Source: an optimization exercise on an open RTL-to-GDS flow (aim: small area and a short achievable clock period). Production flows keep margins and buffers that such runs may drop. Where RTL was checked, it was by simulation tests only, not by an equivalence proof against the original. No functional check of the RTL was part of runs 1 and 2. Power and IR drop assume default switching activity.

==> flow/design.v, too long to show whole: its modules and the start of the top module <==
// module add4rpl: 23 lines
// module addsub8: 34 lines
// module alu_log: 23 lines
// module bcd_adj: 52 lines
// module mx81_8: 64 lines
// module rg8l: 19 lines
// module rg8l2: 28 lines
// module s_reg: 41 lines
// module adl_mux: 28 lines
// module adh_mux: 25 lines
// module prog_cnt: 71 lines
// module m6502alu: 125 lines
// module op_dcd: 1209 lines
// module op_sel: 501 lines
// module op_sync: 208 lines
// module m6502_org: 178 lines
module m6502_org (clk,
   addr,
   dataenb,
   datai,
   datao,
   irq_n,
   nmi_n,
   sob_n,
   res_n,
   rdy,
   vpa,
   sync,
   we_n
   );
  // ...
==> flow/flow/run.sh <==
#!/bin/bash
set -e
cp standard.sh standard_copy.sh.txt
export BUFFER_PORTS_ARGS="-buffer_cell sky130_fd_sc_hd__buf_4"
bash standard.sh > standard.log 2>&1
==> flow/standard.sh <==
#!/bin/bash
# synth_recipe.tcl (not shown) runs the flow's synth.tcl, then flattens the netlist and writes it again
# the make line also repeats each setting of config.mk as NAME=value (left out here)
make -C /OpenROAD-flow-scripts/flow DESIGN_CONFIG=/design/flow/config.mk WORK_HOME=/design/flow/orfs CLKGATE_MAP_FILE= SYNTH_SCRIPT=/design/flow/synth_recipe.tcl "${@:-finish}"
==> flow/config.mk <==
export PLATFORM = sky130hd
export DESIGN_NAME = m6502_org
export DESIGN_NICKNAME = m6502_org
export VERILOG_FILES = /design/flow/design.v
export SDC_FILE = /design/flow/constraint.sdc
export NUM_CORES = 4
export LEC_CHECK = 0
export ABC_AREA = 1
export CAP_MARGIN = 20
export CORE_MARGIN = 2
export CORE_UTILIZATION = 40
export CTS_BUF_LIST = sky130_fd_sc_hd__clkbuf_8 sky130_fd_sc_hd__clkbuf_16
export PLACE_DENSITY = 0.6
export SETUP_SLACK_MARGIN = 5
export SLEW_MARGIN = 20
==> flow/constraint.sdc <==
create_clock -name core_clock -period 10.0 [get_ports {clk}]
set_input_delay 2.0000 -clock core_clock [delete_from_list [all_inputs] [get_ports {clk}]]
set_output_delay 2.0000 -clock core_clock [all_outputs]
set_load 0.01 [all_outputs]
==> summary.txt, run 1 <==
Status: timing/DRC/antenna clean
DR WL met2: 26220 µm
FFs & Latches: 168
Worst-path cell with the longest stage delay: edfxtp_1
Worst slack, placed: 4.559 ns
Final Skew: 0.02379 ns
Initial antenna violation count: 0
Area of the multi-input gates: 8182 µm²
Setup bufs post-CTS: 12
Clk pwr: 624 µW
Via-per-instance ratio: 6.004
Signal buf overhead: 0.04319
Tap cells: 448
Hold Path End: sm.nmi2
Die footprint: 35430 µm²
Final hold viol count: 0
Crit share post-route: 0.4882
Cells on worst reg2reg path: 27
Seq. cell area: 4195 µm²
I/O pins: 42
Die H: 188.2 µm
Setup CP Type: reg -> out
Ys flop type: dfxtp_1
Uppermost routed layer: met4
Grt total ovfl: 0
ANT cells: 1
Num Clock Sinks: 168
R2R Setup Slk: 5.17 ns
Routed met1 length: 24050 µm
==> run 2, diff against run 1 <==
==> flow/flow/run.sh (replaced) <==
#!/bin/bash
set -e
cp standard.sh standard_copy.sh.txt
export BUFFER_PORTS_ARGS="-buffer_cell sky130_fd_sc_hd__buf_2"
bash standard.sh > standard.log 2>&1
--- a/flow/config.mk
+++ b/flow/config.mk
@@ -9,7 +9,6 @@
 export CAP_MARGIN = 20
 export CORE_MARGIN = 2
 export CORE_UTILIZATION = 40
-export CTS_BUF_LIST = sky130_fd_sc_hd__clkbuf_8 sky130_fd_sc_hd__clkbuf_16
 export PLACE_DENSITY = 0.6
 export SETUP_SLACK_MARGIN = 5
 export SLEW_MARGIN = 20
==> run 2 against run 1 <==
- combinational power about the same
- hold slack worse by 0.0036 ns
- clock skew shrank 0.012 ns
- clock-buffer cell count up 6
- register-to-register slack better by 0.08 ns
- total power up 0.33%
- wire length about the same
- flip-flop and latch count unchanged
- largest cell class unchanged
- largest power group unchanged
==> summary.txt, run 2 <==
Status: timing/DRC/antenna clean (unchanged)
Routed vias: 15350 (was 15420)
Cells taking the most area after synthesis: edfxtp_1, nand2_1, dfxtp_1 (unchanged)
Critical path's largest stage delay: 0.51 ns (was 0.49 ns)
DRT iter0 DRCs: 1730 (was 2119)
Yosys top cell area share: 0.1836 (unchanged)
Crit share post-route: 0.4898 (was 0.4882)
Syn Nets: 2122 (unchanged)
#FFs+latches synth: 168 (unchanged)
Critical Path Start Type: flop (unchanged)
Synth unique cells: 65 (unchanged)
Number of buffer and inverter stages on the critical path: 3 (unchanged)
R2R Setup Slk: 5.25 ns (was 5.17 ns)
Max H-tree Level: 4 (unchanged)
Area leader, netlist: edfxtp_1 (unchanged)
Placed cell area: 14200 µm² (was 14310 µm²)
Worst EP required: 8.00 ns (about the same)
Die X: 188.2 µm (unchanged)
Simple-Gate Fraction of Synth Area: 0.3233 (unchanged)
Hold Path End: sm.nmi2 (unchanged)
Max reg flops: 16 (unchanged)
CTS tree: done (unchanged)
Total of warnings raised by yosys: 7 (unchanged)
Clock root cell: clkbuf_16 (unchanged)
ANT cells: 0 (was 1)
Sequential-to-total area share from yosys stat: 0.3089 (unchanged)
Initial core utilization: 0.4059 (unchanged)
Synth Area in Adders: 0.05013 (unchanged)
PwrDens: 219.5 nW/µm² (was 217.9 nW/µm²)
Placeable Area: 33450 µm² (unchanged)
Worst-margin pin slew: 1.241 ns (was 0.9802 ns)
Dpl cells: 2503 (was 2504)
Worst slew margin relative to its limit: 0.1650 (was 0.3405)
Layout cells sized above 1: 0.1043 (was 0.1038)
Layout fillers: 3510 (was 3502)
Ys flop type: dfxtp_1 (unchanged)
R2r startpoint: alu.jreg[0] (was sm.opcd.ido[7])
Clock slew at reported path FFs: 0.07 ns (was 0.08 ns)
Main combinational cell family by area after synthesis: simple AND/OR/NAND/NOR gates (unchanged)
Design Power: 3344 µW (was 3333 µW)
Largest net degree at the start of global routing: 45 (was 58)
End of the worst register-to-register path: pc.pc[14] (was srg.dataol[7])
Non-filler cells, final: 2566 (was 2568)
Clk Latency, worst-skew pair: 0.46 ns (was 0.45 ns)
EDFF count, synth: 83 (unchanged)
Async set-reset flop share out of synthesis: 0 (unchanged)
Lkg Pwr: 0.006953 µW (was 0.006961 µW)
Final setup vio count: 0 (unchanged)
Vias in the first global route: 14160 (was 14190)
Cell Rows: 67 (unchanged)
Unrepaired setup endpoints after global routing: yes (unchanged)
Max Fanout on Critical Path: 4 (was 6)
Antenna viol nets, final: 0 (unchanged)
Leading cell types in the layout, fill and taps excluded: nand2_1, inv_1, nor2_1 (unchanged)
Synthesized-area fraction occupied by ao, oa, aoi and oai cells: 0.1953 (unchanged)
Xor/xnor cell area share of the yosys netlist: 0.01871 (unchanged)
Fmax: 0.2042 GHz (was 0.2048 GHz)
Grt total ovfl: 0 (unchanged)
Total GRT Usage: 0.3268 (was 0.3269)
Worst VDD drop: 0.1378 mV (was 0.1543 mV)
Setup total negative slack: 0 ns (unchanged)
DPL Wire Length: 45790 µm (was 45860 µm)
Post-synthesis mux area share: 0.0007373 (unchanged)
Cells on worst reg2reg path: 22 (was 27)
Drc violations: 0 (unchanged)
WHS Path Cells: 0 (unchanged)
Most common cell after layout, fill and taps aside: nand2_1 (unchanged)
First-pass GRT wire length: 87510 µm (was 87860 µm)
Mean Syn Cell Area: 6.603 µm² (unchanged)
CP cell instances: ha_4 -> nand2_2 -> nor2_1 -> nor2_2 -> nand3_2 -> a31o_2 -> xnor2_1 -> inv_1 -> o211ai_1 -> buf_4 -> o22ai_1 -> nand2_1 -> o21ai_0 -> buf_2 (was ha_4 -> inv_1 -> nor2_2 -> nand3_2 -> nand3_4 -> buf_4 -> xor2_1 -> o211ai_1 -> o22ai_1 -> nand2_1 -> o21ai_0 -> buf_4)
I/O Buffers: 41 (unchanged)
Routability cong.: 1.079 (was 1.084)
Number of CTS-inserted buffers: 17 (unchanged)
Initial antenna violation count: 0 (unchanged)
Die footprint: 35430 µm² (unchanged)
Crit. End Element: primary output (unchanged)
I/O pins: 42 (unchanged)
WL/cell: 22.92 µm (about the same)
Synthesized instance count: 2056 (unchanged)
Worst-path cell with the longest stage delay: edfxtp_1 (unchanged)
Final hold viol count: 0 (unchanged)
Via-per-instance ratio: 5.980 (was 6.004)
NumNets Final: 2171 (was 2172)
Area growth syn-to-layout: 12.21% (was 12.66%)
Max cap viols: 0 (unchanged)
Commonest cells post-synth: nand2_1, inv_1, nor2_1 (unchanged)
Final Skew: 0.01176 ns (was 0.02379 ns)
Min Tclk post-route: 4.898 ns (was 4.882 ns)
Delay-heaviest family, CP: compound AO/OA/AOI/OAI gates (was simple AND/OR/NAND/NOR gates)
Final std cell area, no fill: 15230 µm² (was 15300 µm²)
Reg with most FFs: pc.pc (unchanged)
Crit path depth: 14 (was 12)
Synthesized cell area: 13580 µm² (unchanged)
Max Transition Viols Final: 0 (unchanged)
Die H: 188.2 µm (unchanged)
Crit path DAT: 2.90 ns (was 2.88 ns)
Biggest regs: pc.pc x16, sm.alu_ctl x12 (unchanged)
Maximum buffer depth of the clock tree: 2 (unchanged)
Most frequent cell after synthesis: nand2_1 (unchanged)
Hold crit path type: reg -> reg (unchanged)
Setup CP Type: reg -> out (unchanged)
Num Clock Sinks: 168 (unchanged)
Hold_sp: sm.nmi1 (unchanged)
Overall routed net length: 58820 µm (was 58870 µm)
Drt first pass iters: 6 (was 7)
[run 2: kinds of logic after synthesis]
logic type	Yosys count
mux	1
compound gates	428
buf+inv	360
flops	168
xor+xnor	29
fa+ha+maj	52
simple gates	1018
[run 2: layer usage]
metal,share of wire,wire length (µm),track usage,vias up
li1,-,-,-,7072
met1,0.41,24410,0.4352,7202
met2,0.44,26160,0.5214,886
met3,0.084,4939,0.04191,185
met4,0.056,3312,0.1654,0
met5,0,0,0,-
[run 2: per-stage QoR]
stage / utilization / hold slack (ns) / setup slack (ns)
floorplan: - / 0.3308 / 5.169
global placement: 0.4242 / 0.3368 / 4.333
detailed placement: 0.4244 / 0.3442 / 4.263
CTS: 0.4453 / 0.3572 / 4.919
global route: 0.4555 / 0.3591 / 4.906
finish: 0.4555 / 0.3546 / 5.102
[run 2: what timing repair did]
| action | 4_1_cts | 5_1_grt |
|---|---|---|
| buffers inserted | 13 | 16 |
| pin swaps | 3 | 10 |
| resized for setup | 13 | 46 |
| endpoints found under the setup margin | 19 | 29 |
| cloned | 0 | 0 |
| hold buffers | 0 | 0 |
[run 2: where the power goes]
group,leakage (µW),total (µW),internal [µW],switching [µW]
Clock,0.000277,659,353,306
Combinational,0.00511,1640,557,1090
Sequential,0.00156,1040,899,142
Total,0.00695,3340,1810,1540
[run 2: worst max-delay path by stage]
stage | start | end | slack [ns]
2_1_floorplan | rdy | srg.dataol[7] | 5.17
3_3_place_gp | rdy | srg.dataol[7] | 4.33
3_5_place_dp | rdy | srg.dataol[7] | 4.26
4_1_cts | sm.alu_ctl[1] | datao[0] | 4.92
5_1_grt | alu.jreg[0] | sm.syncl | 4.91
6_report | alu.jreg[2] | addr[14] | 5.10
[run 2: cell type report]
cell class	count	area, µm²	share of cell area
multi-input combinational	1528	8193	0.5378
sequential	168	4195	0.2754
inverter	304	1165	0.07646
timing repair buffer	86	561.8	0.03688
tap	448	560.5	0.03679
clock buffer	23	494.2	0.03244
clock inverter	9	65.06	0.004271
==> module s_reg, before the edit <==
module s_reg (clk,
   reset,
   datai,
   datao,
   load,
   up,
   cnt_enb);
input   clk;  
input   reset; 
input   [7:0] datai;  
output  [7:0] datao;  
input   load;  
input   up;  
input   cnt_enb; 
wire    [7:0] datao; 
reg     [7:0] dataol;  
assign datao = dataol; 
always @(posedge clk)
   begin
   if (reset == 1'b 1)
      begin
      dataol <= 8'b 00000000;
      end
   else if (load == 1'b 1 )
      begin
      dataol <= datai;
      end
   else if (cnt_enb == 1'b 1 & up == 1'b 1 )
      begin
      dataol <= dataol + 1;
      end
   else if (cnt_enb == 1'b 1 & up == 1'b 0 )
      begin
      dataol <= dataol - 1;
      end
   else
      begin
      dataol <= dataol;
      end
   end
endmodule  
==> run 3, diff against run 2 <==
--- a/flow/design.v
+++ b/flow/design.v
@@ -266,6 +266,24 @@
 wire    [7:0] datao; 
 reg     [7:0] dataol;  
 assign datao = dataol; 
+wire    [7:0] s_inc; 
+wire    [7:0] s_dec; 
+genvar  gi;
+generate
+   for (gi = 0; gi < 8; gi = gi + 1)
+      begin : incdec
+      if (gi == 0)
+         begin : b0
+         assign s_inc[0] = ~dataol[0];
+         assign s_dec[0] = ~dataol[0];
+         end
+      else
+         begin : bn
+         assign s_inc[gi] = dataol[gi] ^ (&dataol[gi - 1:0]);
+         assign s_dec[gi] = dataol[gi] ^ ~(|dataol[gi - 1:0]);
+         end
+      end
+endgenerate
 always @(posedge clk)
    begin
    if (reset == 1'b 1)
@@ -276,17 +294,9 @@
       begin
       dataol <= datai;
       end
-   else if (cnt_enb == 1'b 1 & up == 1'b 1 )
-      begin
-      dataol <= dataol + 1;
-      end
-   else if (cnt_enb == 1'b 1 & up == 1'b 0 )
-      begin
-      dataol <= dataol - 1;
-      end
-   else
+   else if (cnt_enb == 1'b 1 )
       begin
-      dataol <= dataol;
+      dataol <= up == 1'b 1 ? s_inc : s_dec;
       end
    end
 endmodule  
==> flow/flow/run.sh (replaced) <==
#!/bin/bash
set -e
cp standard.sh standard_copy.sh.txt
export BUFFER_PORTS_ARGS="-buffer_cell sky130_fd_sc_hd__buf_4"
bash standard.sh > standard.log 2>&1
==> run 3 against run 2 <==
- still clean
- clock skew increased by 0.012 ns
- utilization increased by 0.37 points
- hold slack improved by 0.0073 ns
- sequential share of layout area increased by 0.33 points
- sequential power about the same
- clock power increased by 6.1%
- non-clock buffer count decreased by 2
- critical path type unchanged
- critical endpoint is now addr[9]
==> summary.txt, run 3 <==
Status: timing/DRC/antenna clean (unchanged)
Drt first pass iters: 8 (was 6)
CTS tree: done (unchanged)
Setup total negative slack: 0 ns (unchanged)
Mean Syn Cell Area: 6.626 µm² (was 6.603 µm²)
Most frequent cell after synthesis: nand2_1 (unchanged)
Cells taking the most area after synthesis: edfxtp_1, nand2_1, dfxtp_1 (unchanged)
#FFs+latches synth: 168 (unchanged)
DRT iter0 DRCs: 1902 (was 1730)
Area growth syn-to-layout: 12.46% (was 12.21%)
Grt total ovfl: 0 (unchanged)
Non-filler cells, final: 2525 (was 2566)
Num Clock Sinks: 168 (unchanged)
Worst VDD drop: 0.1344 mV (was 0.1378 mV)
Total GRT Usage: 0.3371 (was 0.3268)
Synth Area in Adders: 0.04375 (was 0.05013)
Routability cong.: 1.092 (was 1.079)
PwrDens: 215.1 nW/µm² (was 219.5 nW/µm²)
Design Power: 3237 µW (was 3344 µW)
Maximum buffer depth of the clock tree: 2 (unchanged)
Worst EP required: 8.00 ns (about the same)
I/O pins: 42 (unchanged)
DPL Wire Length: 46540 µm (was 45790 µm)
Syn Nets: 2079 (was 2122)
Post-synthesis mux area share: 0 (was 0.0007373)
Synth unique cells: 67 (was 65)
Cell Rows: 66 (was 67)
Crit share post-route: 0.4855 (was 0.4898)
Worst slew margin relative to its limit: 0.3390 (was 0.1650)
Main combinational cell family by area after synthesis: simple AND/OR/NAND/NOR gates (unchanged)
Lkg Pwr: 0.006894 µW (was 0.006953 µW)
Final setup vio count: 0 (unchanged)
Overall routed net length: 60000 µm (was 58820 µm)
Xor/xnor cell area share of the yosys netlist: 0.02356 (was 0.01871)
Hold crit path type: reg -> reg (unchanged)
CTS Hold Bufs: 0 (unchanged)
Yosys top cell area share: 0.1862 (was 0.1836)
NumNets Final: 2129 (was 2171)
Worst-margin pin slew: 0.9849 ns (was 1.241 ns)
First-pass GRT wire length: 88710 µm (was 87510 µm)
ANT cells: 0 (unchanged)
I/O Buffers: 41 (unchanged)
Leading cell types in the layout, fill and taps excluded: nand2_1, inv_1, nor2_1 (unchanged)
Final hold viol count: 0 (unchanged)
Synthesized cell area: 13380 µm² (was 13580 µm²)
Critical path's largest stage delay: 0.47 ns (was 0.51 ns)
Max H-tree Level: 4 (unchanged)
Cells on worst reg2reg path: 26 (was 22)
Unrepaired setup endpoints after global routing: no (was yes)
Die X: 186.9 µm (was 188.2 µm)
Initial antenna violation count: 1 (was 0)
Clock slew at reported path FFs: 0.09 ns (was 0.07 ns)
Via-per-instance ratio: 5.924 (was 5.980)
Crit path DAT: 2.86 ns (was 2.90 ns)
Antenna viol nets, final: 0 (unchanged)
WL/cell: 23.76 µm (was 22.92 µm)
Routed vias: 14960 (was 15350)
Critical Path Start Type: flop (unchanged)
Sequential-to-total area share from yosys stat: 0.3134 (was 0.3089)
Setup CP Type: reg -> out (unchanged)
Die H: 186.9 µm (was 188.2 µm)
Biggest regs: pc.pc x16, sm.alu_ctl x12 (unchanged)
Final Skew: 0.02397 ns (was 0.01176 ns)
Clock root cell: clkbuf_16 (unchanged)
Max Transition Viols Final: 0 (unchanged)
Async set-reset flop share out of synthesis: 0 (unchanged)
Dpl cells: 2467 (was 2503)
Vias in the first global route: 13960 (was 14160)
Max reg flops: 16 (unchanged)
Synthesized-area fraction occupied by ao, oa, aoi and oai cells: 0.1905 (was 0.1953)
Total of warnings raised by yosys: 7 (unchanged)
Worst-path cell with the longest stage delay: edfxtp_1 (unchanged)
CP cell instances: inv_1 -> nand3_2 -> inv_2 -> nand2_1 -> nand3_1 -> nand2_1 -> a21oi_1 -> o21ai_0 -> o21ai_0 -> nand2_1 -> o21ai_0 -> buf_4 (was ha_4 -> nand2_2 -> nor2_1 -> nor2_2 -> nand3_2 -> a31o_2 -> xnor2_1 -> inv_1 -> o211ai_1 -> buf_4 -> o22ai_1 -> nand2_1 -> o21ai_0 -> buf_2)
Largest net degree at the start of global routing: 50 (was 45)
Fmax: 0.2060 GHz (was 0.2042 GHz)
Die footprint: 34940 µm² (was 35430 µm²)
Most common cell after layout, fill and taps aside: nand2_1 (unchanged)
Layout cells sized above 1: 0.1032 (was 0.1043)
Max cap viols: 0 (unchanged)
EDFF count, synth: 83 (unchanged)
Number of CTS-inserted buffers: 17 (unchanged)
Synthesized instance count: 2020 (was 2056)
Simple-Gate Fraction of Synth Area: 0.3233 (about the same)
Initial core utilization: 0.4083 (was 0.4059)
Max Fanout on Critical Path: 9 (was 4)
Clk Latency, worst-skew pair: 0.46 ns (about the same)
Reg with most FFs: pc.pc (unchanged)
Area leader, netlist: edfxtp_1 (unchanged)
Commonest cells post-synth: nand2_1, inv_1, nor2_1 (unchanged)
Ys flop type: dfxtp_1 (unchanged)
Min Tclk post-route: 4.855 ns (was 4.898 ns)
Placeable Area: 32780 µm² (was 33450 µm²)
WHS Path Cells: 0 (unchanged)
Drc violations: 0 (unchanged)
Crit. End Element: primary output (unchanged)
==> run 3: area by class of cell <==
class | instances | area, µm²
fillers | 3477 | 17730
multi-input cells | 1491 | 7890
flip-flops and latches | 168 | 4195
inverters | 308 | 1161
repair buffers | 84 | 643.1
well taps | 442 | 553.0
clock buffers | 19 | 475.5
clock inverters | 13 | 133.9
==> run 3: cell families (layout without fill, tap and decap cells) <==
kind of cell | Yosys count | after routing
simple gates | 993 | 993
compound gates | 417 | 417
flops | 168 | 168
buf+inv | 361 | 424
fa+ha+maj | 45 | 45
xor+xnor | 36 | 36
==> run 3: worst paths after layout <==
path,from,end,slack [ns]
setup / recovery,sm.alu_ctl[1],addr[9],5.14
hold / removal,sm.nmi1,sm.nmi2,0.36
setup reg to reg,alu.jreg[0],pc.pc[15],5.24
hold reg to reg,sm.nmi1,sm.nmi2,0.36
==> run 3: what timing repair did <==
action,in CTS,in global routing
pin swaps,0,4
buffers inserted,6,20
gates cloned,0,0
setup endpoints to repair,15,41
resized for setup,5,23
hold endpoints to repair,0,0
==> run 3: critical path, delay by kind of cell, from the launching register on <==
| family | cells | cell delay, ns |
|---|---|---|
| buf+inv | 3 | 0.61 |
| compound gates | 4 | 0.78 |
| flops | 1 | 0.47 |
| simple gates | 5 | 0.54 |
==> run 3: routing by layer <==
layer | global-route usage | part of all wire | vias up
met2 | 0.5339 | 0.44 | 932
met3 | 0.05403 | 0.087 | 181
met4 | 0.1682 | 0.056 | 2
met1 | 0.4460 | 0.42 | 6930
met5 | 0 | 0.00022 | -
li1 | - | - | 6913
==> run 3: where the power goes <==
group / switching [µW] / internal, µW / total (µW)
registers: 117 / 892 / 1010
logic: 1020 / 505 / 1530
clock network: 336 / 364 / 699
==> run 3: per-stage QoR <==
| step | utilization | instance area [µm²] | setup slack [ns] | hold WS, ns |
|---|---|---|---|---|
| floorplan | - | 13380 | 5.650 | 0.3308 |
| global placement | 0.4307 | 14120 | 4.802 | 0.3370 |
| detailed placement | 0.4307 | 14120 | 4.793 | 0.3440 |
| CTS | 0.4513 | 14800 | 5.024 | 0.3599 |
| global route | 0.4591 | 15050 | 4.941 | 0.3762 |
| finish | 0.4591 | 15050 | 5.145 | 0.3619 |
==> run 4, diff against run 3 <==
==> flow/flow/run.sh (replaced) <==
#!/bin/bash
set -e
cp standard.sh standard_copy.sh.txt
export BUFFER_PORTS_ARGS="-buffer_cell sky130_fd_sc_hd__buf_2"
bash standard.sh > standard.log 2>&1
==> run 4 against run 3 <==
- flip-flop and latch count did not move
- largest power group unchanged
- still clean on timing, DRC and antenna
- critical endpoint is now datao[0]
- wire length decreased by 2.6%
- first-iteration DRC count up 16%
- highest routed layer is now met4
- via count grew 0.77%
==> summary.txt, run 4 <==
Num Clock Sinks: 168 (unchanged)
Maximum buffer depth of the clock tree: 2 (unchanged)
Hold WS: 0.3584 ns (was 0.3619 ns)
Crit. End Element: primary output (unchanged)
First-pass GRT wire length: 86910 µm (was 88710 µm)
Die footprint: 34940 µm² (unchanged)
Clock root cell: clkbuf_16 (unchanged)
Most common cell after layout, fill and taps aside: nand2_1 (unchanged)
Critical Path Start Type: flop (unchanged)
Area growth syn-to-layout: 11.12% (was 12.46%)
EDFF count, synth: 83 (unchanged)
Final setup vio count: 0 (unchanged)
Total GRT Usage: 0.3278 (was 0.3371)
Unrepaired setup endpoints after global routing: yes (was no)
Via-per-instance ratio: 5.988 (was 5.924)
Routability cong.: 1.043 (was 1.092)
Reg with most FFs: pc.pc (unchanged)
Worst slew margin relative to its limit: 0.3183 (was 0.3390)
ANT cells: 0 (unchanged)
R2r startpoint: sm.alu_ctl[4] (was alu.jreg[0])
Crit share post-route: 0.4893 (was 0.4855)
Initial antenna violation count: 0 (was 1)
Total of warnings raised by yosys: 7 (unchanged)
Clock slew at reported path FFs: 0.09 ns (about the same)
Cell Rows: 66 (unchanged)
R2R Setup Slk: 5.18 ns (was 5.24 ns)
Crit path DAT: 2.89 ns (was 2.86 ns)
Die X: 186.9 µm (unchanged)
Lkg Pwr: 0.006809 µW (was 0.006894 µW)
Sequential-to-total area share from yosys stat: 0.3134 (unchanged)
Fmax: 0.2044 GHz (was 0.2060 GHz)
CTS Hold Bufs: 0 (unchanged)
Layout cells sized above 1: 0.09880 (was 0.1032)
Status: timing/DRC/antenna clean (unchanged)
DRT iter0 DRCs: 2215 (was 1902)
Synthesized cell area: 13380 µm² (unchanged)
Cells on worst reg2reg path: 28 (was 26)
Leading cell types in the layout, fill and taps excluded: nand2_1, inv_1, nor2_1 (unchanged)
Util after Layout: 0.4537 (was 0.4591)
Worst slack, placed: 4.954 ns (was 4.793 ns)
PwrDens: 216.2 nW/µm² (was 215.1 nW/µm²)
Commonest cells post-synth: nand2_1, inv_1, nor2_1 (unchanged)
WL/cell: 23.22 µm (was 23.76 µm)
Min Tclk post-route: 4.893 ns (was 4.855 ns)
Drt first pass iters: 7 (was 8)
Max reg flops: 16 (unchanged)
Clk Latency, worst-skew pair: 0.45 ns (was 0.46 ns)
Grt total ovfl: 0 (unchanged)
End of the worst register-to-register path: sm.syncl (was pc.pc[15])
#FFs+latches synth: 168 (unchanged)
Worst-margin pin slew: 1.013 ns (was 0.9849 ns)
Setup CP Type: reg -> out (unchanged)
Setup WS post-layout: 5.107 ns (was 5.145 ns)
Largest net degree at the start of global routing: 37 (was 50)
Async set-reset flop share out of synthesis: 0 (unchanged)
I/O Buffers: 41 (unchanged)
DPL Wire Length: 45160 µm (was 46540 µm)
Max H-tree Level: 4 (unchanged)
Final hold viol count: 0 (unchanged)
Max cap viols: 0 (unchanged)
Cells taking the most area after synthesis: edfxtp_1, nand2_1, dfxtp_1 (unchanged)
Die H: 186.9 µm (unchanged)
Hold crit path type: reg -> reg (unchanged)
Final Skew: 0.01558 ns (was 0.02397 ns)
Max Fanout on Critical Path: 16 (was 9)
Syn Nets: 2079 (unchanged)
Worst Setup EP: datao[0] (was addr[9])
Most frequent cell after synthesis: nand2_1 (unchanged)
Initial core utilization: 0.4083 (unchanged)
Ys flop type: dfxtp_1 (unchanged)
Routed vias: 15070 (was 14960)
Drc violations: 0 (unchanged)
Yosys top cell area share: 0.1862 (unchanged)
Worst setup path startpoint: sm.alu_ctl[2] (was sm.alu_ctl[1])
Mean Syn Cell Area: 6.626 µm² (unchanged)
Antenna viol nets, final: 0 (unchanged)
Worst EP required: 8.00 ns (about the same)
Worst VDD drop: 0.1116 mV (was 0.1344 mV)
Overall routed net length: 58450 µm (was 60000 µm)
Placeable Area: 32780 µm² (unchanged)
CTS tree: done (unchanged)
I/O pins: 42 (unchanged)
NumNets Final: 2121 (was 2129)
Synthesized instance count: 2020 (unchanged)
Area leader, netlist: edfxtp_1 (unchanged)
Biggest regs: pc.pc x16, sm.alu_ctl x12 (unchanged)
Max Transition Viols Final: 0 (unchanged)
Synth unique cells: 67 (unchanged)
Setup total negative slack: 0 ns (unchanged)
Number of CTS-inserted buffers: 17 (unchanged)
Vias in the first global route: 13920 (was 13960)
## run 4: cell counts after synthesis
No cell type changed its count.
## run 4: final cells by class
class	instances	area, µm²
fill	3469	17910
multi-input combinational	1491	7879
sequential	168	4195
inverter	308	1164
tap	442	553.0
timing repair buffer	76	480.5
clock buffer	17	425.4
clock inverter	15	176.4
## run 4: report_power, final
part / internal [µW] / switching, µW / total [µW]
registers: 892 / 124 / 1020
clock network: 359 / 338 / 697
logic: 485 / 1020 / 1500
total: 1740 / 1480 / 3210
## run 4: metal layers
metal / global-route usage / vias to the layer above / part of all wire
met5: 0 / - / 0
met4: 0.1835 / 0 / 0.065
met3: 0.05872 / 218 / 0.093
met2: 0.5126 / 973 / 0.44
met1: 0.4278 / 6970 / 0.40
li1: - / 6912 / -
## run 4: worst min-delay path by stage
stage          slack [ns]  depth (start not counted)       to     from
3_3_place_gp         0.34                          0  sm.nmi2  sm.nmi1
3_5_place_dp         0.34                          0  sm.nmi2  sm.nmi1
2_1_floorplan        0.33                          0  sm.nmi2  sm.nmi1
4_1_cts              0.36                          0  sm.nmi2  sm.nmi1
6_report             0.36                          0  sm.nmi2  sm.nmi1
5_1_grt              0.38                          0  sm.nmi2  sm.nmi1
## run 4: worst max-delay path, cell delays in order (launching register included)
cell and delay, ns:
edfxtp_1 0.53, buf_4 0.23, nor2_1 0.05, buf_4 0.20, inv_1 0.28, nor2_1 0.07
nor2_1 0.09, nand2_1 0.20, inv_1 0.20, nor2_1 0.07, a31oi_1 0.16, buf_4 0.21
buf_2 0.16
## run 4: timing repair
item | CTS | global route
resized for setup | 7 | 21
setup buffers | 5 | 13
pin swaps | 1 | 3
hold endpoints to repair | 0 | 0
setup endpoints to repair | 16 | 50
## run 4: kinds of logic after synthesis
group                    synth area share
XOR/XNOR                          0.02356
flip-flops                         0.3134
buffers and inverters              0.1055
adder cells (fa/ha/maj)           0.04375
AND/OR/NAND/NOR                    0.3233
AO/OA/AOI/OAI                      0.1905
## run 4: metrics by stage
| stage | std cells | power [µW] | area (µm²) |
|---|---|---|---|
| after floorplan | 2020 | 1935 | 13380 |
| after global placement | 2467 | 2378 | 14020 |
| after detailed placement | 2467 | 2392 | 14020 |
| after CTS | 2504 | 3095 | 14690 |
| after global routing | 2517 | 3399 | 14870 |
| final | 2517 | 3215 | 14870 |
==> run 5, diff against run 4 <==
==> flow/flow/run.sh (replaced) <==
#!/bin/bash
set -e
export BUFFER_PORTS_ARGS="-buffer_cell sky130_fd_sc_hd__buf_2"
bash standard.sh > standard.log 2>&1
--- a/flow/config.mk
+++ b/flow/config.mk
@@ -9,6 +9,6 @@
 export CAP_MARGIN = 20
 export CORE_MARGIN = 2
 export CORE_UTILIZATION = 40
-export PLACE_DENSITY = 0.6
+export PLACE_DENSITY = 0.5
 export SETUP_SLACK_MARGIN = 5
 export SLEW_MARGIN = 20
==> run 5 against run 4 <==
- critical endpoint unchanged
- clock-buffer cell count grew 3
- wire length rose by 3.0%
- die area unchanged
- total power is 0.73% higher
==> summary.txt, run 5 <==
#FFs+latches synth: 168 (unchanged)
ANT cells: 0 (unchanged)
Die H: 186.9 µm (unchanged)
Min Tclk post-route: 4.905 ns (was 4.893 ns)
Total GRT Usage: 0.3402 (was 0.3278)
Worst-margin pin slew: 1.114 ns (was 1.013 ns)
Sequential-to-total area share from yosys stat: 0.3134 (unchanged)
Max cap viols: 0 (unchanged)
Synthesized cell area: 13380 µm² (unchanged)
Routed vias: 14890 (was 15070)
Cells taking the most area after synthesis: edfxtp_1, nand2_1, dfxtp_1 (unchanged)
Final hold viol count: 0 (unchanged)
Cell Rows: 66 (unchanged)
Critical Path Start Type: flop (unchanged)
WL/cell: 23.95 µm (was 23.22 µm)
Num Clock Sinks: 168 (unchanged)
Yosys top cell area share: 0.1862 (unchanged)
CTS Hold Bufs: 0 (unchanged)
Fmax: 0.2039 GHz (was 0.2044 GHz)
Final Skew: 0.03355 ns (was 0.01558 ns)
Area growth syn-to-layout: 10.98% (was 11.12%)
Critical path's largest stage delay: 0.51 ns (was 0.53 ns)
Setup CP Type: reg -> out (unchanged)
Ys flop type: dfxtp_1 (unchanged)
Die footprint: 34940 µm² (unchanged)
PwrDens: 218.0 nW/µm² (was 216.2 nW/µm²)
Lkg Pwr: 0.006791 µW (was 0.006809 µW)
Clock slew at reported path FFs: 0.08 ns (was 0.09 ns)
Psw: 1498 µW (was 1479 µW)
Largest net degree at the start of global routing: 59 (was 37)
EDFF count, synth: 83 (unchanged)
Clock Power Share: 0.216 (was 0.217)
Synth unique cells: 67 (unchanged)
R2R Setup Slk: 5.21 ns (was 5.18 ns)
Layout fillers: 3503 (was 3469)
Non-filler cells, final: 2514 (was 2517)
Worst VDD drop: 0.1498 mV (was 0.1116 mV)
Routability cong.: 0.9912 (was 1.043)
Antenna viol nets, final: 0 (unchanged)
Maximum buffer depth of the clock tree: 2 (unchanged)
Switching share of power: 0.4626 (was 0.4601)
Async set-reset flop share out of synthesis: 0 (unchanged)
Unrepaired setup endpoints after global routing: yes (unchanged)
CTS tree: done (unchanged)
Drt first pass iters: 7 (unchanged)
Max H-tree Level: 4 (unchanged)
DPL Wire Length: 47050 µm (was 45160 µm)
Worst slew margin relative to its limit: 0.2502 (was 0.3183)
Syn Nets: 2079 (unchanged)
NumNets Final: 2118 (was 2121)
Leading cell types in the layout, fill and taps excluded: nand2_1, inv_1, nor2_1 (unchanged)
Setup total negative slack: 0 ns (unchanged)
Clk Latency, worst-skew pair: 0.47 ns (was 0.45 ns)
CP cell instances: buf_4 -> buf_4 -> inv_1 -> ha_1 -> nand4_1 -> nand3_1 -> nand3_1 -> nand3_1 -> nand2_1 -> nand2_1 -> nand2_1 -> inv_1 -> nor2_1 -> a31oi_2 -> buf_2 (was buf_4 -> nor2_1 -> buf_4 -> inv_1 -> nor2_1 -> nor2_1 -> nand2_1 -> inv_1 -> nor2_1 -> a31oi_1 -> buf_4 -> buf_2)
First-pass GRT wire length: 89300 µm (was 86910 µm)
Worst-path cell with the longest stage delay: edfxtp_1 (unchanged)
Vias in the first global route: 13840 (was 13920)
Crit. End Element: primary output (unchanged)
Area of the multi-input gates: 7903 µm² (was 7879 µm²)
Worst EP required: 8.00 ns (about the same)
Crit path DAT: 2.91 ns (was 2.89 ns)
Biggest regs: pc.pc x16, sm.alu_ctl x12 (unchanged)
Reg with most FFs: pc.pc (unchanged)
DRT iter0 DRCs: 1877 (was 2215)
I/O Buffers: 41 (unchanged)
Status: timing/DRC/antenna clean (unchanged)
Max Transition Viols Final: 0 (unchanged)
Util after Layout: 0.4531 (was 0.4537)
Seq. cell area: 4195 µm² (unchanged)
I/O pins: 42 (unchanged)
Hold crit path type: reg -> reg (unchanged)
Via-per-instance ratio: 5.923 (was 5.988)
Die X: 186.9 µm (unchanged)
Initial antenna violation count: 1 (was 0)
Crit share post-route: 0.4905 (was 0.4893)
Commonest cells post-synth: nand2_1, inv_1, nor2_1 (unchanged)
Overall routed net length: 60220 µm (was 58450 µm)
Initial core utilization: 0.4083 (unchanged)
Int Power: 1740 µW (was 1736 µW)
Layout cells sized above 1: 0.09846 (was 0.09880)
Area leader, netlist: edfxtp_1 (unchanged)
Share of power burned in combinational logic: 0.467 (about the same)
Drc violations: 0 (unchanged)
Clock root cell: clkbuf_16 (unchanged)
Placeable Area: 32780 µm² (unchanged)
Reg power frac: 0.317 (was 0.316)
Max reg flops: 16 (unchanged)
Dpl cells: 2466 (was 2467)
Number of CTS-inserted buffers: 17 (unchanged)
Final setup vio count: 0 (unchanged)
Grt total ovfl: 0 (unchanged)
Mean Syn Cell Area: 6.626 µm² (unchanged)
Synthesized instance count: 2020 (unchanged)
Total of warnings raised by yosys: 7 (unchanged)
Max Fanout on Critical Path: 6 (was 16)
Most frequent cell after synthesis: nand2_1 (unchanged)
Most common cell after layout, fill and taps aside: nand2_1 (unchanged)
run 5: what timing repair did:
item,CTS,global route
buffers inserted,3,13
gates resized for setup,6,23
pin swaps,0,2
cloned,0,0
setup endpoints to repair,16,51
run 5: logic make-up (layout without fill, tap and decap cells):
| family | after synthesis | in the layout | share of synthesized area |
|---|---|---|---|
| simple gates | 993 | 993 | 0.3233 |
| compound gates | 417 | 417 | 0.1905 |
| buf+inv | 361 | 413 | 0.1055 |
| flops | 168 | 168 | 0.3134 |
| fa+ha+maj | 45 | 45 | 0.04375 |
| xor+xnor | 36 | 36 | 0.02356 |
run 5: worst max-delay path, delay by kind of cell (launching register included):
| family | cells | cell delay (ns) |
|---|---|---|
| buffers and inverters | 5 | 0.71 |
| and+or+nand+nor | 8 | 0.72 |
| AOI/OAI and AO/OA | 1 | 0.25 |
| DFF | 1 | 0.51 |
| adders and majority gates | 1 | 0.27 |
run 5: power by group through the flow:
stage | Combinational [µW] | Clock, µW | Sequential (µW)
floorplan | 967 | 0 | 968
global placement | 1390 | 0 | 1040
detailed placement | 1390 | 0 | 1040
CTS | 1410 | 704 | 1020
global route | 1680 | 727 | 1040
finish | 1510 | 701 | 1030
run 5: worst paths after layout:
path / end / from / depth (start not counted)
worst max-delay path: datao[0] / alu.jreg[0] / 15
worst max register to register: sm.syncl / alu.jreg[0] / 30
worst min-delay path: sm.nmi2 / sm.nmi1 / 0
worst min register to register: sm.nmi2 / sm.nmi1 / 0
run 5: final cells by class:
| cell class | count | share of cell area |
|---|---|---|
| clock inverter | 12 | 0.008086 |
| timing repair buffer | 73 | 0.02999 |
| tap | 442 | 0.03723 |
| clock buffer | 20 | 0.03226 |
| sequential | 168 | 0.2824 |
| inverter | 308 | 0.07800 |
| multi-input combinational | 1491 | 0.5320 |
run 5: metrics by stage:
stage                     hold slack, ns  power [µW]  instance area [µm²]  setup slack, ns
after floorplan                   0.3308        1935                13380            5.650
after global placement            0.3352        2429                14010            4.757
after detailed placement          0.3360        2423                14010            4.782
after CTS                         0.3529        3135                14650            5.004
after global routing              0.3616        3446                14850            4.814
final                             0.3520        3238                14850            5.095
run 5: per-layer routing:
metal  share of wire  global-route usage
met3           0.078             0.04165
met1            0.44              0.4696
met5               0                   0
met2            0.44              0.5322
met4           0.048              0.1538
==> run 6, diff against run 5 <==
--- a/flow/config.mk
+++ b/flow/config.mk
@@ -9,6 +9,6 @@
 export CAP_MARGIN = 20
 export CORE_MARGIN = 2
 export CORE_UTILIZATION = 40
-export PLACE_DENSITY = 0.5
+export PLACE_DENSITY = 0.6
 export SETUP_SLACK_MARGIN = 5
 export SLEW_MARGIN = 20
==> run 6 against run 5 <==
- final cell count increased by 0.12%
- maximum frequency up 0.25%
- sequential share of layout area hardly changed
- combinational power about the same
- first-iteration DRC count up 18%
- utilization up 0.057 points
- critical path type unchanged
- critical endpoint unchanged
==> summary.txt, run 6 <==
Vias in the first global route: 13920 (was 13840)
Placed cell area: 14020 µm² (was 14010 µm²)
Number of buffer and inverter stages on the critical path: 6 (was 5)
Biggest regs: pc.pc x16, sm.alu_ctl x12 (unchanged)
Crit. End Element: primary output (unchanged)
PwrDens: 216.2 nW/µm² (was 218.0 nW/µm²)
Mean Syn Cell Area: 6.626 µm² (unchanged)
Ys flop type: dfxtp_1 (unchanged)
Critical Path Start Type: flop (unchanged)
Area growth syn-to-layout: 11.12% (was 10.98%)
Worst-path cell with the longest stage delay: edfxtp_1 (unchanged)
Number of CTS-inserted buffers: 17 (unchanged)
Die H: 186.9 µm (unchanged)
CTS tree: done (unchanged)
Crit-path most repeated cell: nor2_1
Routability cong.: 1.043 (was 0.9912)
Sequential-to-total area share from yosys stat: 0.3134 (unchanged)
Area leader, netlist: edfxtp_1 (unchanged)
Synth unique cells: 67 (unchanged)
DRT iter0 DRCs: 2215 (was 1877)
Die footprint: 34940 µm² (unchanged)
Final Skew: 0.01558 ns (was 0.03355 ns)
Most common cell after layout, fill and taps aside: nand2_1 (unchanged)
Lkg Pwr: 0.006809 µW (was 0.006791 µW)
Die X: 186.9 µm (unchanged)
Num Clock Sinks: 168 (unchanged)
Clk Latency, worst-skew pair: 0.45 ns (was 0.47 ns)
Setup total negative slack: 0 ns (unchanged)
WL/cell: 23.22 µm (was 23.95 µm)
CP cell instances: buf_4 -> nor2_1 -> buf_4 -> inv_1 -> nor2_1 -> nor2_1 -> nand2_1 -> inv_1 -> nor2_1 -> a31oi_1 -> buf_4 -> buf_2 (was buf_4 -> buf_4 -> inv_1 -> ha_1 -> nand4_1 -> nand3_1 -> nand3_1 -> nand3_1 -> nand2_1 -> nand2_1 -> nand2_1 -> inv_1 -> nor2_1 -> a31oi_2 -> buf_2)
Routed vias: 15070 (was 14890)
Status: timing/DRC/antenna clean (unchanged)
Worst VDD drop: 0.1116 mV (was 0.1498 mV)
Initial antenna violation count: 0 (was 1)
Min Tclk post-route: 4.893 ns (was 4.905 ns)
Fmax: 0.2044 GHz (was 0.2039 GHz)
Overall routed net length: 58450 µm (was 60220 µm)
ANT cells: 0 (unchanged)
Reg with most FFs: pc.pc (unchanged)
EDFF count, synth: 83 (unchanged)
Layout fillers: 3469 (was 3503)
Delay-heaviest family, CP: buffers and inverters (was simple AND/OR/NAND/NOR gates)
Commonest cells post-synth: nand2_1, inv_1, nor2_1 (unchanged)
#FFs+latches synth: 168 (unchanged)
Synthesized instance count: 2020 (unchanged)
Cells taking the most area after synthesis: edfxtp_1, nand2_1, dfxtp_1 (unchanged)
Critical path's largest stage delay: 0.53 ns (was 0.51 ns)
Worst-margin pin slew: 1.013 ns (was 1.114 ns)
DPL Wire Length: 45160 µm (was 47050 µm)
Yosys top cell area share: 0.1862 (unchanged)
Max cap viols: 0 (unchanged)
Final hold viol count: 0 (unchanged)
Final setup vio count: 0 (unchanged)
Async set-reset flop share out of synthesis: 0 (unchanged)
Drt first pass iters: 7 (unchanged)
Total GRT Usage: 0.3278 (was 0.3402)
Max reg flops: 16 (unchanged)
Hold crit path type: reg -> reg (unchanged)
Drc violations: 0 (unchanged)
Clock root cell: clkbuf_16 (unchanged)
Largest net degree at the start of global routing: 37 (was 59)
Max Fanout on Critical Path: 16 (was 6)
Placeable Area: 32780 µm² (unchanged)
I/O pins: 42 (unchanged)
Grt total ovfl: 0 (unchanged)
Worst EP required: 8.00 ns (about the same)
Crit path DAT: 2.89 ns (was 2.91 ns)
Initial core utilization: 0.4083 (unchanged)
Maximum buffer depth of the clock tree: 2 (unchanged)
Setup CP Type: reg -> out (unchanged)
Max Transition Viols Final: 0 (unchanged)
I/O Buffers: 41 (unchanged)
Most frequent cell after synthesis: nand2_1 (unchanged)
Max H-tree Level: 4 (unchanged)
First-pass GRT wire length: 86910 µm (was 89300 µm)
Syn Nets: 2079 (unchanged)
Antenna viol nets, final: 0 (unchanged)
Final std cell area, no fill: 14870 µm² (was 14850 µm²)
Cell Rows: 66 (unchanged)
Layout cells sized above 1: 0.09880 (was 0.09846)
NumNets Final: 2121 (was 2118)
Clock slew at reported path FFs: 0.09 ns (was 0.08 ns)
Unrepaired setup endpoints after global routing: yes (unchanged)
Area of the multi-input gates: 7879 µm² (was 7903 µm²)
Worst slew margin relative to its limit: 0.3183 (was 0.2502)
Leading cell types in the layout, fill and taps excluded: nand2_1, inv_1, nor2_1 (unchanged)
Via-per-instance ratio: 5.988 (was 5.923)
Synthesized cell area: 13380 µm² (unchanged)
Total of warnings raised by yosys: 7 (unchanged)
Seq. cell area: 4195 µm² (unchanged)
Crit share post-route: 0.4893 (was 0.4905)
run 6: worst paths after layout:
| kind | end | slack [ns] | depth (start not counted) | start |
|---|---|---|---|---|
| worst max-delay path | datao[0] | 5.11 | 12 | sm.alu_ctl[2] |
| worst min-delay path | sm.nmi2 | 0.36 | 0 | sm.nmi1 |
| worst max register to register | sm.syncl | 5.18 | 28 | sm.alu_ctl[4] |
| worst min register to register | sm.nmi2 | 0.36 | 0 | sm.nmi1 |
run 6: logic make-up after synthesis:
family	after synthesis	synth area share
flops	168	0.3134
simple gates	993	0.3233
compound gates	417	0.1905
buf+inv	361	0.1055
xor+xnor	36	0.02356
fa+ha+maj	45	0.04375
run 6: per-stage QoR:
step / cells / hold slack, ns / util / worst slack [ns] / total power (µW)
CTS: 2504 / 0.3585 / 0.4480 / 4.976 / 3095
global placement: 2467 / 0.3393 / 0.4275 / 5.034 / 2378
global route: 2517 / 0.3755 / 0.4537 / 4.904 / 3399
floorplan: 2020 / 0.3308 / - / 5.650 / 1935
detailed placement: 2467 / 0.3440 / 0.4275 / 4.954 / 2392
finish: 2517 / 0.3584 / 0.4537 / 5.107 / 3215
run 6: layer usage:
layer / part of all wire / GRT usage / up-vias
li1: - / - / 6912
met1: 0.40 / 0.4278 / 6970
met2: 0.44 / 0.5126 / 973
met3: 0.093 / 0.05872 / 218
met4: 0.065 / 0.1835 / 0
met5: 0 / 0 / -
run 6: report_power, final:
part / switching (µW) / total, µW / internal (µW)
Clock: 338 / 697 / 359
Combinational: 1020 / 1500 / 485
Sequential: 124 / 1020 / 892
run 6: area by class of cell:
cell class                 count  share of cell area
clock buffer                  17             0.02860
clock inverter                15             0.01186
inverter                     308             0.07824
multi-input combinational   1491              0.5297
sequential                   168              0.2821
tap                          442             0.03718
timing repair buffer          76             0.03230
run 6: timing repair:
action,CTS,global route
resized for setup,7,21
buffers inserted,5,13
pin swaps,1,3
hold buffers,0,0
setup endpoints to repair,16,50
==> run 7, diff against run 6 <==
==> flow/flow/run.sh (replaced) <==
#!/bin/bash
set -e
export BUFFER_PORTS_ARGS="-buffer_cell sky130_fd_sc_hd__buf_1"
bash standard.sh > standard.log 2>&1
==> run 7 against run 6 <==
- largest power group unchanged
- area after synthesis is the same
- die area did not move
- clock skew up 0.0060 ns
- clock power increased by 1%
- combinational power is essentially flat
- clock-buffer cell count rose by 1
- critical path type unchanged
- critical path depth increased by 1
- synthesized cell count stayed put
- sequential power is essentially flat
- total power shrank 0.63%
==> summary.txt, run 7 <==
Reg with most FFs: pc.pc (unchanged)
Die H: 186.9 µm (unchanged)
DRT iter0 DRCs: 2109 (was 2215)
Sequential-to-total area share from yosys stat: 0.3134 (unchanged)
Leading cell types in the layout, fill and taps excluded: nand2_1, inv_1, nor2_1 (unchanged)
Total of warnings raised by yosys: 7 (unchanged)
Most frequent cell after synthesis: nand2_1 (unchanged)
Max reg flops: 16 (unchanged)
NumNets Final: 2125 (was 2121)
DPL Wire Length: 44890 µm (was 45160 µm)
ANT cells: 0 (unchanged)
Crit share post-route: 0.4871 (was 0.4893)
Maximum buffer depth of the clock tree: 2 (unchanged)
WL/cell: 23.12 µm (was 23.22 µm)
Worst slew margin relative to its limit: 0.3778 (was 0.3183)
Antenna viol nets, final: 0 (unchanged)
Drc violations: 0 (unchanged)
Seq. cell area: 4195 µm² (unchanged)
R2r startpoint: alu.jreg[0] (was sm.alu_ctl[4])
Cells on worst reg2reg path: 30 (was 28)
Initial antenna violation count: 0 (unchanged)
Min Tclk post-route: 4.871 ns (was 4.893 ns)
Biggest regs: pc.pc x16, sm.alu_ctl x12 (unchanged)
Overall routed net length: 58290 µm (was 58450 µm)
Mean Syn Cell Area: 6.626 µm² (unchanged)
Drt first pass iters: 6 (was 7)
Layout fillers: 3486 (was 3469)
Async set-reset flop share out of synthesis: 0 (unchanged)
Critical Path Start Type: flop (unchanged)
Clk Latency, worst-skew pair: 0.46 ns (was 0.45 ns)
PwrDens: 215.6 nW/µm² (was 216.2 nW/µm²)
Lkg Pwr: 0.006688 µW (was 0.006809 µW)
Initial core utilization: 0.4083 (unchanged)
Vias in the first global route: 14110 (was 13920)
Placeable Area: 32780 µm² (unchanged)
#FFs+latches synth: 168 (unchanged)
Layout cells sized above 1: 0.08081 (was 0.09880)
Worst-margin pin slew: 0.9271 ns (was 1.013 ns)
Number of CTS-inserted buffers: 17 (unchanged)
Worst EP required: 8.00 ns (about the same)
Unrepaired setup endpoints after global routing: yes (unchanged)
Clock slew at reported path FFs: 0.07 ns (was 0.09 ns)
Yosys top cell area share: 0.1862 (unchanged)
Die footprint: 34940 µm² (unchanged)
Most common cell after layout, fill and taps aside: nand2_1 (unchanged)
Clock root cell: clkbuf_16 (unchanged)
Hold Path End: sm.nmi2 (unchanged)
Synthesized instance count: 2020 (unchanged)
I/O pins: 42 (unchanged)
Via-per-instance ratio: 5.971 (was 5.988)
Cells taking the most area after synthesis: edfxtp_1, nand2_1, dfxtp_1 (unchanged)
EDFF count, synth: 83 (unchanged)
Max cap viols: 0 (unchanged)
Crit. End Element: primary output (unchanged)
CTS Hold Bufs: 0 (unchanged)
Area of the multi-input gates: 7854 µm² (was 7879 µm²)
Status: timing/DRC/antenna clean (unchanged)
Cell Rows: 66 (unchanged)
Worst VDD drop: 0.1288 mV (was 0.1116 mV)
Area leader, netlist: edfxtp_1 (unchanged)
Non-filler cells, final: 2521 (was 2517)
Commonest cells post-synth: nand2_1, inv_1, nor2_1 (unchanged)
Ys flop type: dfxtp_1 (unchanged)
Dpl cells: 2466 (was 2467)
Placed cell area: 13960 µm² (was 14020 µm²)
R2R Setup Slk: 5.16 ns (was 5.18 ns)
Final hold viol count: 0 (unchanged)
Max Fanout on Critical Path: 8 (was 16)
Crit path DAT: 2.87 ns (was 2.89 ns)
Routability cong.: 1.058 (was 1.043)
Hold crit path type: reg -> reg (unchanged)
Syn Nets: 2079 (unchanged)
End of the worst register-to-register path: sm.syncl (unchanged)
Largest net degree at the start of global routing: 50 (was 37)
Hold_sp: sm.nmi1 (unchanged)
Max H-tree Level: 4 (unchanged)
Routed vias: 15050 (was 15070)
Max Transition Viols Final: 0 (unchanged)
Final setup vio count: 0 (unchanged)
Setup total negative slack: 0 ns (unchanged)
Total GRT Usage: 0.3289 (was 0.3278)
Setup CP Type: reg -> out (unchanged)
Die X: 186.9 µm (unchanged)
Fmax: 0.2053 GHz (was 0.2044 GHz)
CTS tree: done (unchanged)
Grt total ovfl: 0 (unchanged)
Synth unique cells: 67 (unchanged)
Synthesized cell area: 13380 µm² (unchanged)
I/O Buffers: 41 (unchanged)
First-pass GRT wire length: 87370 µm (was 86910 µm)
Num Clock Sinks: 168 (unchanged)
Final std cell area, no fill: 14820 µm² (was 14870 µm²)
Final Skew: 0.02156 ns (was 0.01558 ns)
Area growth syn-to-layout: 10.70% (was 11.12%)
WHS Path Cells: 0 (unchanged)
-- run 7: through the flow --
stage	setup slack, ns	power, µW	utilization	hold WS [ns]
final	5.129	3195	0.4520	0.3585
after global routing	4.913	3386	0.4520	0.3725
after CTS	4.970	3094	0.4450	0.3609
after detailed placement	4.800	2386	0.4260	0.3508
after global placement	4.886	2363	0.4258	0.3430
after floorplan	5.650	1935	-	0.3308
-- run 7: worst max path at each step --
stage             startpoint              end  depth (start not counted)
4_1_cts        sm.alu_ctl[2]         datao[0]                         10
2_1_floorplan    alu.jreg[1]         sm.syncl                         30
5_1_grt          alu.jreg[0]         sm.syncl                         32
6_report         alu.jreg[2]         addr[14]                         13
3_3_place_gp             rdy  sm.domux_sel[0]                          9
3_5_place_dp             rdy  sm.domux_sel[0]                          9
-- run 7: area by class of cell --
cell class                 count  area share
multi-input combinational   1491      0.5301
sequential                   168      0.2831
inverter                     308     0.07820
tap                          442     0.03732
timing repair buffer          80     0.03133
clock buffer                  18     0.02896
clock inverter                14     0.01098
-- run 7: repair_timing --
action,CTS,global route
setup buffers,2,21
cloned,0,0
setup endpoints to repair,16,40
pin swaps,0,3
endpoints found under the hold margin,0,0
gates resized for setup,6,20
-- run 7: per-layer routing --
metal | share of wire | up-vias | global-route usage
met5 | 0 | - | 0
met4 | 0.058 | 0 | 0.1807
met3 | 0.087 | 200 | 0.05084
met2 | 0.44 | 910 | 0.5159
met1 | 0.41 | 7025 | 0.4340
li1 | - | 6917 | -
-- run 7: where the power goes --
part	total (µW)	leakage [µW]	switching, µW	internal, µW
clock network	706	0.000277	331	375
logic	1480	0.00485	1020	464
registers	1010	0.00156	118	892
-- run 7: kinds of logic (layout without fill, tap and decap cells) --
logic type,Yosys count,in the layout,synth area share
AND/OR/NAND/NOR,993,993,0.3233
AO/OA/AOI/OAI,417,417,0.1905
buffers and inverters,361,420,0.1055
flip-flops,168,168,0.3134
adder cells (fa/ha/maj),45,45,0.04375
XOR/XNOR,36,36,0.02356
-- run 7: critical path, stage by stage (launching register included) --
cell and delay [ns]:
edfxtp_1 0.40, ha_2 0.39, nand2_1 0.08, nor2_1 0.12, nand3_1 0.18, nand3_4 0.17
nand3_1 0.08, nand2_1 0.10, xor2_2 0.23, o21bai_1 0.15, o22ai_1 0.16, nand2_1 0.07
o21ai_0 0.10, buf_1 0.18
==> run 8, diff against run 7 <==
==> flow/flow/run.sh (replaced) <==
#!/bin/bash
set -e
export BUFFER_PORTS_ARGS="-buffer_cell sky130_fd_sc_hd__buf_2"
bash standard.sh > standard.log 2>&1
--- a/flow/config.mk
+++ b/flow/config.mk
@@ -9,6 +9,7 @@
 export CAP_MARGIN = 20
 export CORE_MARGIN = 2
 export CORE_UTILIZATION = 40
-export PLACE_DENSITY = 0.6
+export GPL_ROUTABILITY_DRIVEN = 0
+export PLACE_DENSITY = 0.7
 export SETUP_SLACK_MARGIN = 5
 export SLEW_MARGIN = 20
==> run 8 against run 7 <==
- combinational power about the same
- highest routed layer unchanged
- utilization down 0.12 points
- die area unchanged
- sequential share of layout area up 0.077 points
==> summary.txt, run 8 <==
Cell Rows: 66 (unchanged)
PwrDens: 212.9 nW/µm² (was 215.6 nW/µm²)
Worst EP required: 8.00 ns (about the same)
Hold WS: 0.3545 ns (was 0.3585 ns)
First-pass GRT wire length: 78870 µm (was 87370 µm)
Die H: 186.9 µm (unchanged)
ANT cells: 0 (unchanged)
Max reg flops: 16 (unchanged)
Min Tclk post-route: 4.876 ns (was 4.871 ns)
Fmax: 0.2051 GHz (was 0.2053 GHz)
Die footprint: 34940 µm² (unchanged)
Max cap viols: 0 (unchanged)
Setup CP Type: reg -> out (unchanged)
Crit path DAT: 2.88 ns (was 2.87 ns)
Async set-reset flop share out of synthesis: 0 (unchanged)
Worst slew margin relative to its limit: 0.3144 (was 0.3778)
I/O Buffers: 41 (unchanged)
Synthesized cell area: 13380 µm² (unchanged)
Psw: 1452 µW (was 1463 µW)
Max H-tree Level: 4 (unchanged)
Number of CTS-inserted buffers: 17 (unchanged)
Placeable Area: 32780 µm² (unchanged)
Antenna viol nets, final: 0 (unchanged)
Commonest cells post-synth: nand2_1, inv_1, nor2_1 (unchanged)
Switching share of power: 0.4615 (was 0.4581)
Drt first pass iters: 14 (was 6)
Grt total ovfl: 0 (unchanged)
Most frequent cell after synthesis: nand2_1 (unchanged)
Final hold viol count: 0 (unchanged)
Layout fillers: 3328 (was 3486)
Clk Latency, worst-skew pair: 0.45 ns (was 0.46 ns)
Largest net degree at the start of global routing: 58 (was 50)
Crit share post-route: 0.4876 (was 0.4871)
Status: timing/DRC/antenna clean (unchanged)
Worst VDD drop: 0.1418 mV (was 0.1288 mV)
Most common cell after layout, fill and taps aside: nand2_1 (unchanged)
Dpl cells: 2460 (was 2466)
DPL Wire Length: 39050 µm (was 44890 µm)
WL/cell: 20.64 µm (was 23.12 µm)
Final setup vio count: 0 (unchanged)
Clock root cell: clkbuf_16 (unchanged)
Sequential-to-total area share from yosys stat: 0.3134 (unchanged)
Biggest regs: pc.pc x16, sm.alu_ctl x12 (unchanged)
Mean Syn Cell Area: 6.626 µm² (unchanged)
CTS tree: done (unchanged)
Area growth syn-to-layout: 10.40% (was 10.70%)
Worst-margin pin slew: 1.022 ns (was 0.9271 ns)
Max Transition Viols Final: 0 (unchanged)
Cells taking the most area after synthesis: edfxtp_1, nand2_1, dfxtp_1 (unchanged)
Die X: 186.9 µm (unchanged)
NumNets Final: 2112 (was 2125)
Clock Power Share: 0.215 (was 0.221)
Lkg Pwr: 0.006760 µW (was 0.006688 µW)
Reg power frac: 0.323 (was 0.316)
Via-per-instance ratio: 6.058 (was 5.971)
Hold crit path type: reg -> reg (unchanged)
Maximum buffer depth of the clock tree: 2 (unchanged)
Design Power: 3146 µW (was 3195 µW)
Routed vias: 15190 (was 15050)
Vias in the first global route: 13860 (was 14110)
Reg with most FFs: pc.pc (unchanged)
WHS Path Cells: 0 (unchanged)
Leading cell types in the layout, fill and taps excluded: nand2_1, inv_1, nor2_1 (unchanged)
Layout cells sized above 1: 0.09293 (was 0.08081)
Drc violations: 0 (unchanged)
Total GRT Usage: 0.2877 (was 0.3289)
EDFF count, synth: 83 (unchanged)
Int Power: 1694 µW (was 1731 µW)
Critical Path Start Type: flop (unchanged)
Clock slew at reported path FFs: 0.08 ns (was 0.07 ns)
Setup total negative slack: 0 ns (unchanged)
Setup WS post-layout: 5.124 ns (was 5.129 ns)
Yosys top cell area share: 0.1862 (unchanged)
Synth unique cells: 67 (unchanged)
Num Clock Sinks: 168 (unchanged)
Overall routed net length: 51760 µm (was 58290 µm)
DRT iter0 DRCs: 3068 (was 2109)
Worst slack, placed: 5.098 ns (was 4.800 ns)
Initial core utilization: 0.4083 (unchanged)
Crit. End Element: primary output (unchanged)
Synthesized instance count: 2020 (unchanged)
#FFs+latches synth: 168 (unchanged)
Unrepaired setup endpoints after global routing: yes (unchanged)
Total of warnings raised by yosys: 7 (unchanged)
Final Skew: 0.01707 ns (was 0.02156 ns)
I/O pins: 42 (unchanged)
Max Fanout on Critical Path: 8 (unchanged)
Ys flop type: dfxtp_1 (unchanged)
Non-filler cells, final: 2508 (was 2521)
Syn Nets: 2079 (unchanged)
Cells on worst reg2reg path: 30 (unchanged)
Share of power burned in combinational logic: 0.462 (was 0.463)
Initial antenna violation count: 1 (was 0)
Area leader, netlist: edfxtp_1 (unchanged)
## run 8: cell counts after synthesis
No cell type changed its count.
## run 8: worst paths after layout
kind	start	end	slack, ns
worst max-delay path	alu.jreg[3]	addr[15]	5.12
worst min-delay path	sm.nmi1	sm.nmi2	0.35
worst max register to register	alu.jreg[1]	sm.syncl	5.15
worst min register to register	sm.nmi1	sm.nmi2	0.35
## run 8: final cells by class
type	instances	area [µm²]	share of cell area
clock inverters	15	157.7	0.01067
inverters	308	1159	0.07841
multi-input cells	1491	7874	0.5329
repair buffers	67	412.9	0.02794
flip-flops and latches	168	4195	0.2839
clock buffers	17	425.4	0.02879
well taps	442	553.0	0.03743
## run 8: timing repair
| item | in CTS | in global routing |
|---|---|---|
| setup buffers | 3 | 13 |
| hold buffers | 0 | 0 |
| resized for setup | 3 | 18 |
| pin swaps | 0 | 4 |
| setup endpoints to repair | 14 | 33 |
## run 8: per-layer routing
layer  GRT usage  wire length, µm
met4      0.1618             3681
met1      0.3771            19730
met3     0.07842             7097
met2      0.4261            21250
met5    0.009615                0
## run 8: kinds of logic after synthesis
kind of cell,after synthesis,synth area share
compound gates,417,0.1905
xor+xnor,36,0.02356
fa+ha+maj,45,0.04375
buf+inv,361,0.1055
flops,168,0.3134
simple gates,993,0.3233
## run 8: critical path, cell delays in order, from the launching register on
cell,delay [ns]
edfxtp_1,0.44
ha_1,0.36
nand2_1,0.10
nor2_2,0.14
nand3_2,0.12
nand3_4,0.17
inv_1,0.06
nand2_1,0.08
nand2_1,0.13
o211ai_1,0.34
o22ai_1,0.15
nand2_1,0.08
o21ai_0,0.11
buf_2,0.16
## run 8: power groups by stage
stage | clock network (µW) | registers [µW] | logic, µW
floorplan | 0 | 968 | 967
global placement | 0 | 1020 | 1300
detailed placement | 0 | 1030 | 1320
CTS | 674 | 1010 | 1340
global route | 701 | 1030 | 1600
finish | 676 | 1020 | 1450
## run 8: stage by stage
step / utilization / instance area (µm²)
after global routing: 0.4507 / 14780
after global placement: 0.4259 / 13960
after detailed placement: 0.4259 / 13960
after floorplan: - / 13380
final: 0.4507 / 14780
after CTS: 0.4445 / 14570
==> run 9, diff against run 8 <==
--- a/flow/config.mk
+++ b/flow/config.mk
@@ -9,7 +9,6 @@
 export CAP_MARGIN = 20
 export CORE_MARGIN = 2
 export CORE_UTILIZATION = 40
-export GPL_ROUTABILITY_DRIVEN = 0
 export PLACE_DENSITY = 0.7
 export SETUP_SLACK_MARGIN = 5
 export SLEW_MARGIN = 20
==> run 9 against run 8 <==
- clock power down 2%
- clock skew up 0.0072 ns
- first-iteration DRC count down 25%
- final area up 0.24%
- clock-buffer cell count up 3
- maximum frequency up 0.24%
- critical path type unchanged
- flip-flop and latch count unchanged
- global-route usage up 3.5 points
==> summary.txt, run 9 <==
CTS tree: done (unchanged)
Crit path DAT: 2.86 ns (was 2.88 ns)
Largest net degree at the start of global routing: 49 (was 58)
Sequential-to-total area share from yosys stat: 0.3134 (unchanged)
Area leader, netlist: edfxtp_1 (unchanged)
Biggest regs: pc.pc x16, sm.alu_ctl x12 (unchanged)
R2R Setup Slk: 5.22 ns (was 5.15 ns)
Dpl cells: 2463 (was 2460)
Initial antenna violation count: 1 (unchanged)
Final hold viol count: 0 (unchanged)
Yosys top cell area share: 0.1862 (unchanged)
Max reg flops: 16 (unchanged)
Final Skew: 0.02425 ns (was 0.01707 ns)
Most common cell after layout, fill and taps aside: nand2_1 (unchanged)
Worst VDD drop: 0.1247 mV (was 0.1418 mV)
Reg with most FFs: pc.pc (unchanged)
Area growth syn-to-layout: 10.67% (was 10.40%)
I/O Buffers: 41 (unchanged)
Initial core utilization: 0.4083 (unchanged)
Max H-tree Level: 4 (unchanged)
Synthesized cell area: 13380 µm² (unchanged)
Drc violations: 0 (unchanged)
Worst setup path startpoint: alu.jreg[2] (was alu.jreg[3])
Number of CTS-inserted buffers: 17 (unchanged)
Die X: 186.9 µm (unchanged)
Cells on worst reg2reg path: 29 (was 30)
Drt first pass iters: 6 (was 14)
End of the worst register-to-register path: sm.syncl (unchanged)
Cell Rows: 66 (unchanged)
Lkg Pwr: 0.006784 µW (was 0.006760 µW)
Switching share of power: 0.4548 (was 0.4615)
Status: timing/DRC/antenna clean (unchanged)
R2r startpoint: alu.jreg[0] (was alu.jreg[1])
Clk Latency, worst-skew pair: 0.47 ns (was 0.45 ns)
CTS Hold Bufs: 0 (unchanged)
Async set-reset flop share out of synthesis: 0 (unchanged)
Crit. End Element: primary output (unchanged)
Setup total negative slack: 0 ns (unchanged)
Critical Path Start Type: flop (unchanged)
Crit share post-route: 0.4864 (was 0.4876)
Commonest cells post-synth: nand2_1, inv_1, nor2_1 (unchanged)
Num Clock Sinks: 168 (unchanged)
Vias in the first global route: 13810 (was 13860)
Synthesized instance count: 2020 (unchanged)
Grt total ovfl: 0 (unchanged)
ANT cells: 0 (unchanged)
Hold Path End: sm.nmi2 (unchanged)
Routability cong.: 1.100
PwrDens: 213.5 nW/µm² (was 212.9 nW/µm²)
Via-per-instance ratio: 5.988 (was 6.058)
NumNets Final: 2117 (was 2112)
Share of power burned in combinational logic: 0.468 (was 0.462)
Worst slew margin relative to its limit: 0.3803 (was 0.3144)
Routed vias: 15050 (was 15190)
Clock slew at reported path FFs: 0.06 ns (was 0.08 ns)
Clock Power Share: 0.210 (was 0.215)
Antenna viol nets, final: 0 (unchanged)
Placed cell area: 13990 µm² (was 13960 µm²)
Ys flop type: dfxtp_1 (unchanged)
Most frequent cell after synthesis: nand2_1 (unchanged)
Reg power frac: 0.321 (was 0.323)
Hold_sp: sm.nmi1 (unchanged)
Layout cells sized above 1: 0.09705 (was 0.09293)
Unrepaired setup endpoints after global routing: yes (unchanged)
First-pass GRT wire length: 85840 µm (was 78870 µm)
WL/cell: 22.82 µm (was 20.64 µm)
Setup CP Type: reg -> out (unchanged)
Total of warnings raised by yosys: 7 (unchanged)
EDFF count, synth: 83 (unchanged)
WHS Path Cells: 0 (unchanged)
I/O pins: 42 (unchanged)
## run 9: metal layers
metal  wire, µm  up-vias  global-route usage
met5         13        -                   0
met4       3624        2              0.1764
met3       5455      196             0.05047
met2      25050      983              0.5073
met1      23210     6985              0.4237
li1           -     6881                   -
## run 9: critical path, stage by stage (launching register included)
cell and delay, ns:
edfxtp_1 0.42, ha_2 0.39, nand2_1 0.08, nor2_1 0.13, nand3_1 0.15, nand3_4 0.19, nand3_1 0.08, nand2_1 0.10
xor2_2 0.21, o21bai_1 0.14, o22ai_1 0.19, nand2_1 0.08, o21ai_0 0.09, buf_2 0.16
## run 9: through the flow
stage	hold WS, ns	utilization
after floorplan	0.3308	-
after global placement	0.3405	0.4266
after detailed placement	0.3399	0.4266
after CTS	0.3531	0.4442
after global routing	0.3567	0.4518
final	0.3520	0.4518
## run 9: layout make-up
class,count,area (µm²)
inverters,308,1162
well taps,442,553.0
fillers,3422,17970
repair buffers,72,462.9
clock inverters,12,115.1
flip-flops and latches,168,4195
clock buffers,20,446.7
multi-input cells,1491,7876
## run 9: power groups by stage
stage / Clock [µW] / Sequential (µW) / Combinational, µW
finish: 665 / 1020 / 1480
global placement: 0 / 1030 / 1330
global route: 696 / 1030 / 1640
floorplan: 0 / 968 / 967
detailed placement: 0 / 1030 / 1350
CTS: 668 / 1020 / 1360
## run 9: repair_timing
item / CTS / global route
gates cloned: 0 / 0
buffers inserted: 0 / 18
setup endpoints to repair: 17 / 45
resized for setup: 6 / 20
pin swaps: 0 / 5
## run 9: kinds of logic after synthesis
kind of cell	after synthesis	synth area share
xor+xnor	36	0.02356
compound gates	417	0.1905
buf+inv	361	0.1055
flops	168	0.3134
fa+ha+maj	45	0.04375
simple gates	993	0.3233
## run 9: worst max path at each step
stage | to | slack (ns)
3_3_place_gp | sm.syncl | 4.63
4_1_cts | datao[0] | 4.93
3_5_place_dp | sm.syncl | 4.61
6_report | addr[14] | 5.14
2_1_floorplan | sm.syncl | 5.65
5_1_grt | sm.syncl | 4.77

Check on run 9: ideal ports give 5.136 ns setup slack; a clkbuf_16 on the clock port and buf_2 on the inputs give 5.078 ns; moving port delays by the midpoint clock arrival (0.511 ns) as well gives 4.757 ns.
